What follows belongs to an exercise in optimizing a design on an open flow for small area; a production flow would make more cautious choices. The RTL of this run was laid out without a check of its function. No activity file was given, so power comes from the tool's default toggle rates.

==> flow/design.v <==
`timescale 1ns / 1ps
module top(
    input wire clk,
    input wire rstn,
    input wire uart_rx,
    output wire uart_tx,
    input wire [3:0] switches,
    output wire spi_cs,
    output wire spi_dq0,  
    input wire spi_dq1,  
    output wire spi_dq2,  
    output wire spi_dq3,  
    output wire spi_sck,
    output wire speaker_mute,
    output wire mclk,
    (* X_INTERFACE_INFO = "xilinx.com:interface:iic:1.0 IIC SCL_I" *)
    input wire i2c_scl_i,
    (* X_INTERFACE_INFO = "xilinx.com:interface:iic:1.0 IIC SCL_O" *)
    output wire i2c_scl_o,
    (* X_INTERFACE_INFO = "xilinx.com:interface:iic:1.0 IIC SCL_T" *)
    output wire i2c_scl_t,
    (* X_INTERFACE_INFO = "xilinx.com:interface:iic:1.0 IIC SDA_I" *)
    input wire i2c_sda_i,
    (* X_INTERFACE_INFO = "xilinx.com:interface:iic:1.0 IIC SDA_O" *)
    output wire i2c_sda_o,
    (* X_INTERFACE_INFO = "xilinx.com:interface:iic:1.0 IIC SDA_T" *)
    output wire i2c_sda_t,
    output wire i2s_lrclk,
    output wire i2s_dacdat,
    input wire i2s_adcdat,
    output wire i2s_bclk,
    (* X_INTERFACE_INFO = "xilinx.com:interface:bram:1.0 BRAM ADDR" *)
    output wire [31:0] bram_addra,
    (* X_INTERFACE_INFO = "xilinx.com:interface:bram:1.0 BRAM DOUT" *)
    input wire [31:0] bram_douta,
    (* X_INTERFACE_INFO = "xilinx.com:interface:bram:1.0 BRAM EN" *)
    output wire bram_ena,
    (* X_INTERFACE_INFO = "xilinx.com:interface:bram:1.0 BRAM RST" *)
    output wire bram_rsta
    );
    wire rst;
    assign rst = ~rstn;
    assign speaker_mute = 1'b0;
    reg [7:0] mclk_counter;
    reg mclk_reg;
    always @(posedge clk) begin
        if (rst) begin
            mclk_counter <= 8'b0;
            mclk_reg <= 1'b0;
        end else begin
            if (mclk_counter == 8'd2) begin
                mclk_reg <= ~mclk_reg;
                mclk_counter <= 8'b0;
            end else begin
                mclk_counter <= mclk_counter + 8'b1;
            end
        end
    end
    assign mclk = mclk_reg;
    assign uart_tx = uart_rx;
    localparam NUM_I2C_ASSIGNMENTS = 9;
    localparam I2C_ADDRESS = 8'b00110100;
    reg [7:0] i2c_assignment_index;
    reg [8+16-1:0] i2c_assignment;
    always @(*) begin
        case (i2c_assignment_index)
            8'd0: i2c_assignment = {I2C_ADDRESS, 7'b0001111, 9'b0_0000_0000};
            8'd1: i2c_assignment = {I2C_ADDRESS, 7'b0000110, 9'b0_0111_0000};
            8'd2: i2c_assignment = {I2C_ADDRESS, 7'b0000100, 9'b0_0001_0101};
            8'd3: i2c_assignment = {I2C_ADDRESS, 7'b0000001, 9'b1_0001_0111};
            8'd4: i2c_assignment = {I2C_ADDRESS, 7'b0000101, 9'b0_0000_0000};
            8'd5: i2c_assignment = {I2C_ADDRESS, 7'b0000111, 9'b0_0000_1001};
            8'd6: i2c_assignment = {I2C_ADDRESS, 7'b0000010, 9'b1_1110_0101};
            8'd7: i2c_assignment = {I2C_ADDRESS, 7'b0001001, 9'b0_0000_0001};
            8'd8: i2c_assignment = {I2C_ADDRESS, 7'b0000110, 9'b0_0110_0000};
            default: i2c_assignment = 24'b0;
        endcase
    end
    reg [7:0] i2c_bit_index;
    reg [7:0] i2c_scl_counter;
    reg i2c_scl_reg;
    reg i2c_sda_reg;
    reg i2c_sda_reg_delay;
    reg i2c_sda_t_reg;
    localparam I2C_STATE_RESET = 4'd0;
    localparam I2C_STATE_START1 = 4'd1;
    localparam I2C_STATE_WRITE = 4'd2;
    localparam I2C_STATE_READ_ACK = 4'd3;
    localparam I2C_STATE_STOP1 = 4'd4;
    localparam I2C_STATE_STOP2 = 4'd5;
    reg [3:0] i2c_state;
    reg [3:0] i2c_prev_state;
    reg [3:0] i2c_stop_counter;
    always @(posedge clk) begin
        i2c_sda_reg_delay <= i2c_sda_reg;
        if (rst) begin
            i2c_scl_counter <= 8'b0;
            i2c_scl_reg <= 1'b1;
            i2c_sda_reg <= 1'b1;
            i2c_sda_t_reg <= 1'b0;
            i2c_state <= I2C_STATE_RESET;
            i2c_prev_state <= I2C_STATE_RESET;
            i2c_assignment_index <= 8'b0;
        end else begin
            if (i2c_scl_counter == 8'd95) begin
                i2c_scl_counter <= 8'b0;
                case (i2c_state)
                    I2C_STATE_RESET: begin
                        i2c_sda_reg <= 1'b0;
                        i2c_state <= I2C_STATE_START1;
                        i2c_bit_index <= 8'd23;
                    end
                    I2C_STATE_START1: begin
                        i2c_scl_reg <= 1'b0;
                        i2c_state <= I2C_STATE_WRITE;
                        i2c_sda_reg <= i2c_assignment[i2c_bit_index];
                        i2c_bit_index <= i2c_bit_index - 8'b1;
                    end
                    I2C_STATE_WRITE: begin
                        if (i2c_scl_reg == 1'b1) begin
                            if (i2c_prev_state == I2C_STATE_WRITE && (i2c_bit_index == 8'd15 || i2c_bit_index == 8'd7 || i2c_bit_index == 8'hff)) begin
                                i2c_state <= I2C_STATE_READ_ACK;
                                i2c_sda_t_reg <= 1'b1;
                                i2c_sda_reg <= 1'b0;
                            end else begin
                                i2c_sda_t_reg <= 1'b0;
                                i2c_sda_reg <= i2c_assignment[i2c_bit_index];
                                i2c_bit_index <= i2c_bit_index - 8'b1;
                            end
                        end
                        i2c_scl_reg <= ~i2c_scl_reg;
                    end
                    I2C_STATE_READ_ACK: begin
                        if (i2c_scl_reg == 1'b1) begin
                            if (i2c_bit_index == 8'hff) begin
                                i2c_state <= I2C_STATE_STOP1;
                                i2c_sda_t_reg <= 1'b0;
                            end else begin
                                i2c_state <= I2C_STATE_WRITE;
                                i2c_sda_t_reg <= 1'b0;
                                i2c_sda_reg <= i2c_assignment[i2c_bit_index];
                                i2c_bit_index <= i2c_bit_index - 8'b1;
                            end
                        end
                        i2c_scl_reg <= ~i2c_scl_reg;
                    end
                    I2C_STATE_STOP1: begin
                        i2c_scl_reg <= 1'b1;
                        i2c_state <= I2C_STATE_STOP2;
                        i2c_stop_counter <= 4'b0;
                    end
                    I2C_STATE_STOP2: begin
                        i2c_sda_reg <= 1'b1;
                        if (i2c_stop_counter == 4'hf) begin
                            if (i2c_assignment_index != NUM_I2C_ASSIGNMENTS - 1) begin
                                i2c_assignment_index <= i2c_assignment_index + 8'b1;
                                i2c_state <= I2C_STATE_RESET;
                            end
                        end else begin
                            i2c_stop_counter <= i2c_stop_counter + 4'b1;
                        end
                    end
                    default: begin
                    end
                endcase
                if (i2c_scl_reg == 1'b0) begin
                    i2c_prev_state <= i2c_state;
                end
            end else begin
                i2c_scl_counter <= i2c_scl_counter + 8'b1;
            end
        end
    end
    assign i2c_scl_o = i2c_scl_reg;
    assign i2c_scl_t = 1'b0;
    assign i2c_sda_o = i2c_sda_reg_delay;
    assign i2c_sda_t = i2c_sda_t_reg;
    reg [15:0] i2s_lrclk_counter;
    reg i2s_lrclk_reg;
    always @(posedge clk) begin
        if (rst) begin
            i2s_lrclk_counter <= 16'b0;
            i2s_lrclk_reg <= 1'b0;
        end else begin
            if (i2s_lrclk_counter == 16'd767) begin
                i2s_lrclk_reg <= ~i2s_lrclk_reg;
                i2s_lrclk_counter <= 16'b0;
            end else begin
                i2s_lrclk_counter <= i2s_lrclk_counter + 16'b1;
            end
        end
    end
    assign i2s_lrclk = i2s_lrclk_reg;
    assign bram_rsta = 1'b0;
    assign bram_ena = 1'b1;
    reg [7:0] i2s_bclk_counter;
    reg i2s_bclk_reg;
    reg [31:0] bram_addr;
    wire [31:0] bram_addr_shift;
    reg [31:0] bram_data;
    assign spi_cs = 1'b1;
    assign spi_dq0 = 1'b0;
    assign spi_dq2 = 1'b0;
    assign spi_dq3 = 1'b0;
    assign spi_sck = 1'b0;
    assign i2s_dacdat = switches[0] ? i2s_adcdat : bram_data[31];
    assign bram_addr_shift = {bram_addr[31:2], 2'b0};
    assign bram_addra = bram_addr_shift;
    always @(posedge clk) begin
        if (rst) begin
            i2s_bclk_counter <= 16'b0;
            i2s_bclk_reg <= 1'b0;
            bram_addr <= 32'b0;
            bram_data <= 32'b0;
        end else begin
            if (i2s_bclk_counter == 8'd15) begin
                if (i2s_bclk_reg == 1'b1) begin
                    bram_data <= {bram_data[30:0], 1'b0};
                end
                if (i2s_lrclk_counter == 16'd767 && i2s_lrclk_reg == 1'b0) begin
                    bram_data <= bram_douta;
                    if (bram_addr[31:2] < 32'd1000 - 32'd1) begin
                        bram_addr <= bram_addr + 32'b1;
                    end else begin
                        bram_addr <= 32'b0;
                    end
                end else if (i2s_lrclk_counter == 16'd767 && i2s_lrclk_reg == 1'b1) begin
                    bram_data <= bram_douta;
                end
                i2s_bclk_reg <= ~i2s_bclk_reg;
                i2s_bclk_counter <= 8'b0;
            end else begin
                i2s_bclk_counter <= i2s_bclk_counter + 8'b1;
            end
        end
    end
    assign i2s_bclk = i2s_bclk_reg;
endmodule
==> flow/run.sh <==
#!/bin/bash
# synth_recipe.tcl (not shown) runs the flow's synth.tcl, then flattens the netlist and writes it again
# the make line also repeats each setting of config.mk as NAME=value (left out here)
make -C /OpenROAD-flow-scripts/flow DESIGN_CONFIG=/design/flow/config.mk WORK_HOME=/design/flow/orfs CLKGATE_MAP_FILE= SYNTH_SCRIPT=/design/flow/synth_recipe.tcl finish
==> flow/config.mk <==
export PLATFORM = sky130hd
export DESIGN_NAME = top
export DESIGN_NICKNAME = top
export VERILOG_FILES = /design/flow/design.v
export SDC_FILE = /design/flow/constraint.sdc
export NUM_CORES = 4
export LEC_CHECK = 0
export CAP_MARGIN = 20
export CORE_MARGIN = 2
export CORE_UTILIZATION = 40
export SLEW_MARGIN = 20
==> flow/constraint.sdc <==
create_clock -name core_clock -period 13.5 [get_ports {clk}]
set_input_delay 2.7000 -clock core_clock [delete_from_list [all_inputs] [get_ports {clk}]]
set_output_delay 2.7000 -clock core_clock [all_outputs]
set_load 0.01 [all_outputs]
==> summary.txt <==
Detailed routing
  • Drt total wl: about 14 mm
  • Via count: between 5000 and 6000
  • Post-DR vias/cell: 5.15
  • DR WL/cell: approximately 14 um
  • Detailed-route DRC error count: 0
  • Number of nets still failing antenna checks after routing: 0
  • Initial detailed-routing violation count: approximately 370
  • Pre-Repair DR Iteration Count: 5

Cells and area
  • Antenna Cells: 0
  • Final-layout fill cell count: 1631
  • Largest regs: bram_addr (32), bram_data (32), i2s_lrclk_counter (16)
  • Layout cell share with drive strength beyond 1: 0.0623
  • Multi-input logic area: approximately 3500 um2
  • Post-route core utilization: 0.477
  • Register Area: around 3100 um2
  • Area Overhead vs Synth: 16.0%
  • # nets final: just under 900

Worst setup path
  • Setup slack, reg-to-reg: 10220 ps
  • Worst R2R Path Depth: 8
  • CP required: ~11000 ps
  • Worst path arrival time: roughly 4000 ps
  • Most frequent CP cell: clkdlybuf4s50_1
  • Kind of critical path: primary input to primary output
  • Critical Path, Cell by Cell: clkdlybuf4s50_1, mux2_2, clkdlybuf4s50_1
  • CP Capture Type: primary output
  • R2r startpoint: i2c_state[0]
  • CP startpoint kind: primary input
  • Cell with the largest stage delay on the worst path: clkdlybuf4s50_1
  • Worst Path Max Fanout: 1
  • Largest stage delay, worst path: 480 ps

Floorplanning
  • Initial Util: 0.412
  • Die W: about 140 um
  • Core box area: ~17000 um2
  • Vert. Die Dim: 138 um
  • Num ports: between 90 and 100
  • Row Count: between 40 and 50
  • Full die area: around 19000 um2

Power
  • Leak pwr: 3.17 nW
  • Int Power: about 0.73 mW
  • Switch share: 0.209
  • Combinational share of power: 0.034
  • Reg power frac: 0.494
  • PwrDens: 111 nW/um2
  • Sw Pwr: 0.193 mW
  • Total power: around 0.92 mW
  • Clk pwr share: 0.471
  • Worst vdd ir: around 0.094 mV

Min path
  • Hold Crit Depth: 0
  • Worst Min Path Start: i2c_sda_reg
  • HP Class: flop to flop
  • Hold endpoint: i2c_sda_reg_delay

Timing
  • Final Max Tran Viols: 0
  • Period Utilization, post-route: 0.494
  • Fmax: 0.150 GHz
  • Setup TNS: 0 ps
  • Slew HR: 0.397
  • Final setup fails: 0
  • Final Hold Fails: 0
  • RSZ-0062 raised after global routing: no
  • Tmin final: 6670 ps
  • Skew final: a little under 9 ps
  • Worst setup margin: approximately 6800 ps
  • Worst Tran Pin Value: approximately 890 ps

Placed design
  • Dpl ws: 6840 ps
  • Quantity of I/O buffers inserted on ports: 72
  • GPL Wtd Cong: approximately 0.81
  • Post-DP HPWL: ~10 mm

GRT
  • Initial antenna violation count: 0
  • Pin count of the biggest net entering global routing: 64
  • First-pass GRT wire length: roughly 24 mm
  • Vias in the first global route: approximately 5300
  • GR Overflow Total: 0
  • GR Util All Layers: 0.158

Yosys
  • Largest family of logic cells by synthesized area: simple AND/OR/NAND/NOR gates
  • Synthesized flop and latch total: 150
  • Synth Flop Type: dfxtp_1
  • Seq/Total Area, Yosys: 0.437
  • Cell Area, Synth: approximately 7100 um2
  • Post-Synth Simple-Gate Area: 0.221
  • Syn_area_per_cell: 9.18 um2
  • Synth Area in Compound Gates: 0.0933
  • Post-synthesis mux area share: 0.0665
  • Distinct cell type count after synthesis: 59
  • Adder-Cell Fraction of Synth Area: 0.0315
  • Synthesized instance count: 778
  • Post-Synth XOR/XNOR Area: 0.0711
  • FFs w/ async S/R, synth: 0
  • Post-synth EDFFs: 12
  • Synthesis Warnings: 1

Clocking
  • Post-CTS setup buffer count: 0
  • Post-cts resize count: 0
  • Clock tree from TritonCTS: done
  • Clk Tree Root Cell: clkbuf_16
  • Hold buffers post-CTS: 0
  • CTS HTree Levels: 4
  • Clock-pin slew on the worst setup and hold paths: about 60 ps
  • Number of CTS-inserted buffers: 17
  • Worst skew pair latency: ~420 ps
  • CTS Sinks: 150
  • Max Root-Sink Buffers: 2

Flow run
  • # Max-Cap Violations: 0

Status
  • Status: no timing/DRC/antenna violations
[how the worst max path moves through the flow]
stage	start	endpoint	slack (ps)	depth (start not counted)
2_1_floorplan	switches[0]	i2s_dacdat	7760	1
3_3_place_gp	switches[0]	i2s_dacdat	6830	3
3_5_place_dp	switches[0]	i2s_dacdat	6840	3
4_1_cts	switches[0]	i2s_dacdat	6830	3
5_1_grt	switches[0]	i2s_dacdat	6820	3
6_report	switches[0]	i2s_dacdat	6830	3
[synthesized netlist by cell type, types with 3 or more instances]
library cell / n / area, um2
ha_1: 18 / 225
a211oi_1: 33 / 248
nor4_1: 14 / 87.6
nor3_1: 20 / 100
xor2_1: 26 / 228
nand3_1: 30 / 150
a31oi_1: 6 / 37.5
o21ai_0: 7 / 35.0
nor4_2: 4 / 50.1
and3_1: 20 / 125
nand3b_1: 5 / 37.5
or2_2: 3 / 18.8
edfxtp_1: 12 / 360
buf_2: 9 / 45.0
buf_4: 46 / 345
o211ai_1: 5 / 37.5
nand2b_1: 6 / 37.5
inv_1: 21 / 78.8
and2_1: 3 / 18.8
dfxtp_1: 138 / 2760
nor2_1: 132 / 495
nand4_1: 9 / 56.3
or3_1: 3 / 18.8
and4_1: 5 / 43.8
a21oi_1: 24 / 120
xnor2_1: 32 / 280
or4_1: 4 / 30.0
clkbuf_1: 17 / 63.8
nand2_1: 38 / 143
nor3b_1: 4 / 30.0
mux2i_1: 43 / 430
o31ai_1: 4 / 30.0
buf_1: 3 / 11.3
[worst max-delay path: cells and delay by family]
| family | cells | cell delay, ps |
|---|---|---|
| mux | 1 | 320 |
| buf+inv | 2 | 940 |
[metal layers]
layer  vias up  share of wire  global-route usage  wire length (um)
met5         -              0                   0                 0
met4         0          0.013              0.0676               187
met3        15          0.049              0.0394               699
met2       112           0.47               0.258              6730
met1      2520           0.47               0.197              6660
li1       2727              -                   -                 -
[cells in the final DEF (no fill, tap or decap), types with 21 or more instances in the layout]
master / synthesis / layout
a211oi_1: 33 / 32
a21oi_1: 24 / 24
clkdlybuf4s50_1: 0 / 72
dfxtp_1: 138 / 138
inv_1: 21 / 21
mux2i_1: 43 / 43
nand2_1: 38 / 38
nand3_1: 30 / 30
nor2_1: 132 / 132
xnor2_1: 32 / 32
xor2_1: 26 / 26
[kinds of logic (layout without fill, tap and decap cells)]
group	count (synthesis)	after routing
simple gates	313	313
fa+ha+maj	18	18
flops	150	150
xor+xnor	58	58
buf+inv	98	130
mux	46	46
other cells	2	11
compound gates	93	93
[power by group through the flow]
stage          Sequential [mW]  Combinational (mW)  Clock, mW
2_1_floorplan            0.466              0.0182          0
6_report                 0.457              0.0315      0.435
4_1_cts                  0.457              0.0319      0.448
3_5_place_dp             0.466              0.0316          0
5_1_grt                  0.457              0.0349      0.467
3_3_place_gp             0.466              0.0311          0
[metrics by stage]
stage | hold WS, ps | cell area, um2 | std cells
after detailed placement | 368 | 7740 | 1012
after floorplan | 331 | 7180 | 787
after global routing | 386 | 8290 | 1044
after global placement | 376 | 7730 | 1012
final | 381 | 8290 | 1044
after CTS | 376 | 8290 | 1044
[layout make-up]
type                            instances  share of cell area
Clock buffer                           23              0.0565
Timing Repair Buffer                   76              0.0906
Multi-Input combinational cell        539               0.423
Clock inverter                          9             0.00936
Tap cell                              225              0.0340
Inverter                               22             0.00997
Sequential cell                       150               0.377

==> re-timing with driven ports <==
How much do the figures lean on ideal ports? The routed layout below was timed once more, with nothing changed but the port constraints. Step 1: set_driving_cell puts a clkbuf_16 on clk and a buf_2 on each other input, an assumption about the parent block. Step 2, shift: input delay + t, output delay - t, t = (earliest + latest rising clock arrival at the registers) / 2. This alone moves slack from input paths to output paths. a / b / c = ideal / step 1 / step 2; a / b = the first two.
shift t [ns]: 0.456
slack for setup (ns): 6.835 / 6.812 / 6.812
worst setup path after step 2: input to output
pins driven straight from the clock port: 1
After both steps this run still meets setup and hold. For this run, drivers alone change the setup slack by -0.023 ns; drivers and shift together by -0.023 ns.
